What follows belongs to an exercise in optimizing a design on an open flow for small area; a production flow would make more cautious choices.
In this exercise RTL edits were held to simulation tests only and were not proved equivalent to the original.
Power figures rest on the tool's default switching activity, not on a simulated workload.

Setup of S:
==> flow/design.v <==
`timescale 1ns / 1ps
module i2c_master #(
    parameter SYS_CLOCK_FREQ_HZ = 100_000_000,
    parameter FAST_MODE_ENABLED = 0
)(
    input wire       i_clk,
    input wire       i_rst,
    input wire [9:0] i_slave_addr,
    input wire [7:0] i_byte_cnt,
    input wire [3:0] i_control_reg,
    input wire [3:0] i_mode_reg,
    input wire [7:0] i_tx_data,
    output wire       o_rx_data_valid,
    output wire       o_tx_data_needed,
    output wire [7:0] o_rx_data,
    output wire [4:0] o_status_reg,
    output wire o_sda,
    output wire o_sda_oe,
    input  wire i_sda,
    output wire o_scl,
    output wire o_scl_oe,
    input  wire i_scl
);
localparam [7:0] TINV = ~8'h27;
reg  [7:0] q;
wire [7:0] lf = q ^ TINV;
wire tick = &q;
always @(posedge i_clk) begin
    if (i_rst)     q <= 8'hff ^ TINV;
    else if (tick) q <= 8'hfe ^ TINV;
    else           q <= {lf[6:0], lf[7] ^ lf[5] ^ lf[4] ^ lf[3]} ^ TINV;
end
reg [2:0] sf, cf;
reg sflt, cflt;
always @(posedge i_clk) begin
    if (i_rst) begin
        sf <= 3'b111; cf <= 3'b111; sflt <= 1'b1; cflt <= 1'b1;
    end else begin
        sf <= {sf[1:0], i_sda};
        cf <= {cf[1:0], i_scl};
        sflt <= (sf[2] & sf[1]) | (sflt & (sf[2] | sf[1]));
        cflt <= (cf[2] & cf[1]) | (cflt & (cf[2] | cf[1]));
    end
end
wire start_trans = i_control_reg[3];
localparam [2:0] IDLE = 3'd0, START = 3'd1, STOP = 3'd2, RSTART = 3'd3, ADDR = 3'd4, DATA = 3'd5, RD = 3'd6;
localparam [1:0] S0 = 2'b00, S1 = 2'b01, S2 = 2'b11, S3 = 2'b10;
reg [2:0] m;
reg [3:0] b;      
reg [1:0] s;      
reg [6:0] h;      
reg [7:0] l;      
reg [7:0] cnt;
reg rd, rw;
reg txd, rxd, txe;
wire idle  = (~m[2] & ~m[1] & ~m[0]);
wire gen   = (~m[2] & m[1]) | (~m[2] & m[0]);
wire bits  = (m[2]);
wire tx    = (m[2] & ~m[1]);
wire isrd  = (m[2] & m[1]);
wire is_data = (m[2] & m[0]);
wire is_addr = (m[2] & ~m[1] & ~m[0]);
wire is_start = (~m[2] & ~m[1] & m[0]);
wire is_stop = (~m[2] & m[1] & ~m[0]);
wire is_rs = (m[1] & m[0]);
wire cnt0  = (cnt == 8'd0);
wire bz    = (b == 4'd0);
wire b9    = b[3] & b[0];           
wire ack   = ~b[2];
wire b10   = b[3] & b[1];           
wire ten   = ~rd & rw;
wire adv   = (bz && s == S3) || (tick && (s != S1 || cflt || gen));
wire done  = bits && b10 && s == S0;
wire nxt   = bits && b10 && s == S3;
assign o_tx_data_needed = is_data && nxt;
assign o_rx_data_valid  = isrd && nxt;
assign o_rx_data        = l;
assign o_status_reg     = {~idle | b[0], txd, rxd, txe, 1'b0};
assign o_sda_oe = ~idle && !(tx && b9) && !(isrd && !b9 && !nxt);
assign o_scl_oe = ~idle && !(bits && s[0]);
wire g01  = (bz && s == S3) || (b[0] && s == S0);
wire abit = b[3] ? rw : h[3'd7 - b[2:0]];
reg sda;
always @(*) begin
    case (m)
        START, RSTART: sda = g01;
        STOP:          sda = b[0] && s == S3;
        ADDR:          sda = (bz || (b10 && ack)) ? 1'b1 : abit;
        DATA:          sda = (bz || (b10 && ack)) ? 1'b1 : l[7];
        RD:            sda = ~b[1] && (s == S0 || cnt0);    
        default:       sda = 1'b0;
    endcase
end
assign o_sda = sda;
assign o_scl = is_stop ? (b[0] && s[1]) : (gen && (g01 || (b[0] && s == S1)));
always @(posedge i_clk) begin
    if (i_rst) begin
        m <= IDLE; b <= 4'd0; s <= S3;
        txd <= 1'b0; rxd <= 1'b0; txe <= 1'b0;
    end else begin
        if (adv) begin
            s <= {s[0], ~s[1]};
            if (s == S3) b <= b + 4'd1;
            if (tx && b9 && s == S2) b[2] <= sflt;    
        end
        if (idle) begin
            b <= 4'd0; s <= S3;
            if (start_trans) m <= START;
            else begin txd <= 1'b0; rxd <= 1'b0; end
        end
        if (gen && b[0] && s == S3) begin           
            if (is_stop || (is_start && ten)) begin
                m <= IDLE; b <= 4'd1; s <= S3;
            end else if (is_start) begin
                b <= 4'd0; s <= S0;
            end else begin
                m <= ADDR; b <= 4'd0; s <= S3;
            end
        end
        if (is_start && bz && s == S0) begin      
            m <= ADDR; b <= 4'd0; s <= S3;
        end
        if (done) begin
            b <= 4'd0; s <= S3;
            if (tx && !ack) begin
                m <= STOP; txe <= 1'b1;
            end else if (is_addr) begin
                m <= (rd && rw) ? RD : DATA;
            end else if (is_data && rd) begin
                m <= RSTART;
            end else if (is_data && cnt0) begin
                m <= STOP; txd <= 1'b1;
            end else begin
                b <= 4'd10; s <= S3;
            end
        end
        if (nxt) begin
            b <= 4'd0; s <= S3;
            if (isrd && cnt0) begin m <= STOP; rxd <= 1'b1; end
        end
    end
end
wire ld   = idle && start_trans;
wire ldl  = ld || (is_data && nxt);
wire shl  = adv && !bz && ((is_data && s == S3 && !b[3]) ||
                           (isrd && s == S2 && (!b[3] || b == 4'd8)));
wire decc = (is_addr && done && ack && !(rd && !rw)) || nxt;
always @(posedge i_clk) begin
    if (ld) begin
        h   <= i_slave_addr[6:0];
        rd  <= ~i_mode_reg[3] & i_mode_reg[2];
        rw  <= i_mode_reg[3] | (i_mode_reg[2] & i_mode_reg[1]);
    end else begin
        if (is_rs) rw <= 1'b1;
    end
    l   <= ({8{ldl}} & i_tx_data) | ({8{shl}} & {l[6:0], sflt}) | ({8{~(ldl | shl)}} & l);
    cnt <= ({8{ld}} & i_byte_cnt) | ({8{decc}} & (cnt - 8'd1)) | ({8{~(ld | decc)}} & cnt);
end
endmodule
clock: 10.0 ns
lec_check: 0
cap_margin: 20
core_margin: 2
core_utilization: 40
cts_buf_list: sky130_fd_sc_hd__clkbuf_8
slew_margin: 20
standard.sh (not shown) runs the stock make flow with config.mk's settings and CLKGATE_MAP_FILE= SYNTH_SCRIPT=/design/flow/synth_recipe.tcl, a recipe that flattens the netlist after the stock synthesis.
==> flow/flow/run.sh <==
#!/bin/bash
# Standard ORFS layout with these changes: the combinational logic of the standard synthesis is
# re-mapped by ABC for area (flip-flops untouched; a few scripts, a few rounds, each result
# proven equal to the standard synthesis, the smallest kept), the port buffers use the smallest
# buffer, and clock tree synthesis adds no dummy loads.
set -euo pipefail
R=orfs/results/sky130hd/i2c_master/base
LIB=$FLOW_HOME/platforms/sky130hd/lib/sky130_fd_sc_hd__tt_025C_1v80.lib
YOSYS=$FLOW_HOME/../tools/install/yosys/bin/yosys
[[ -x $YOSYS ]] || YOSYS=yosys
bash standard.sh synth > log_synth.log 2>&1
python3 flow/filtlib.py "$LIB" lib.lib > log_filtlib.log 2>&1
cp $R/1_2_yosys.v std.v
best=std.v
besta=1e9
for round in 1 2 3; do
  cur=$best
  for i in 1 4 6 7; do
    o=r${round}_s$i
    sed -e "s#@IN@#$cur#; s#@SCRIPT@#flow/s$i.abc#; s#@OUT@#$o.v#" flow/resyn.ys > $o.ys
    timeout 600 "$YOSYS" -s $o.ys > log_$o.log 2>&1 || continue
    sed -e "s#@OUT@#$o.v#" flow/eq.ys > eq_$o.ys
    timeout 600 "$YOSYS" -s eq_$o.ys > log_eq_$o.log 2>&1 || continue
    a=$(grep "Chip area" log_$o.log | awk '{print $NF}' | tail -1)
    if python3 -c "import sys; sys.exit(0 if float('$a') < float('$besta') else 1)"; then
      best=$o.v; besta=$a
    fi
  done
  echo "round $round: $best ($besta)" >> log_choice.log
done
cp $best $R/1_2_yosys.v
rm -f $R/1_synth.odb $R/1_synth.sdc
bash standard.sh BUFFER_PORTS_ARGS="-buffer_cell sky130_fd_sc_hd__buf_1" \
  "CTS_ARGS=-sink_clustering_enable -repair_clock_nets -buf_list sky130_fd_sc_hd__clkbuf_8 -root_buf sky130_fd_sc_hd__clkbuf_8 -dont_use_dummy_load" \
  finish > log_finish.log 2>&1
Other scripts of this flow, unchanged in this note and not shown: flow/flow/eq.ys, flow/flow/filtlib.py, flow/flow/resyn.ys, flow/flow/s1.abc, flow/flow/s4.abc, flow/flow/s6.abc, flow/flow/s7.abc
S | status: complete | timing, DRC, antenna: pass
Changes in T relative to S:
--- a/flow/design.v
+++ b/flow/design.v
@@ -85,11 +85,11 @@
     case (m)
         START, RSTART: sda = g01;
         STOP:          sda = b[0] && s == S3;
         ADDR:          sda = (bz || (b10 && ack)) ? 1'b1 : abit;
         DATA:          sda = (bz || (b10 && ack)) ? 1'b1 : l[7];
-        RD:            sda = ~b[1] && (s == S0 || cnt0);    
+        RD:            sda = b9 && (s == S0 || cnt0);
         default:       sda = 1'b0;
     endcase
 end
 assign o_sda = sda;
 assign o_scl = is_stop ? (b[0] && s[1]) : (gen && (g01 || (b[0] && s == S1)));
==> comparison <==
- Going from S to T, portion of total power attributed to combinational logic picked up an extra 1.0 points, final core utilization fell by 0.34 points.
- T vs S, critical path depth went down by 3.
- T finished every step from synthesis to the final layout, and the layout passed the timing, design-rule and antenna checks.
- S ended up with b[0] as its beginning of the critical path; T ended up with i_control_reg[3].
- Taking S as the reference, in T number of vias in the routed layout up 1.8%; worst hold slack down 18 ps.

separate check: timing with driven ports:
How much do the figures lean on ideal ports? The routed layouts below were timed once more, with nothing changed but the port constraints.
Step 1: set_driving_cell puts a clkbuf_16 on i_clk and a buf_2 on each other input, an assumption about the parent block.
Step 2, shift: input delay + t, output delay - t, t = (earliest + latest rising clock arrival at the registers) / 2. This alone moves slack from input paths to output paths.
Slacks: no drivers / after step 1 / after step 2; pairs: no drivers / after step 1.
run | t, ns | setup WS [ns] | hold WS [ns]
S | 0.324 | 5.609 / 5.581 / 5.623 | 0.421 / 0.421 / 0.421
T | 0.327 | 5.460 / 5.467 / 5.140 | 0.403 / 0.403 / 0.403
After both steps every run listed still meets setup and hold. For T, which loses most, drivers alone change the setup slack by +0.007 ns; drivers and shift together by -0.320 ns.
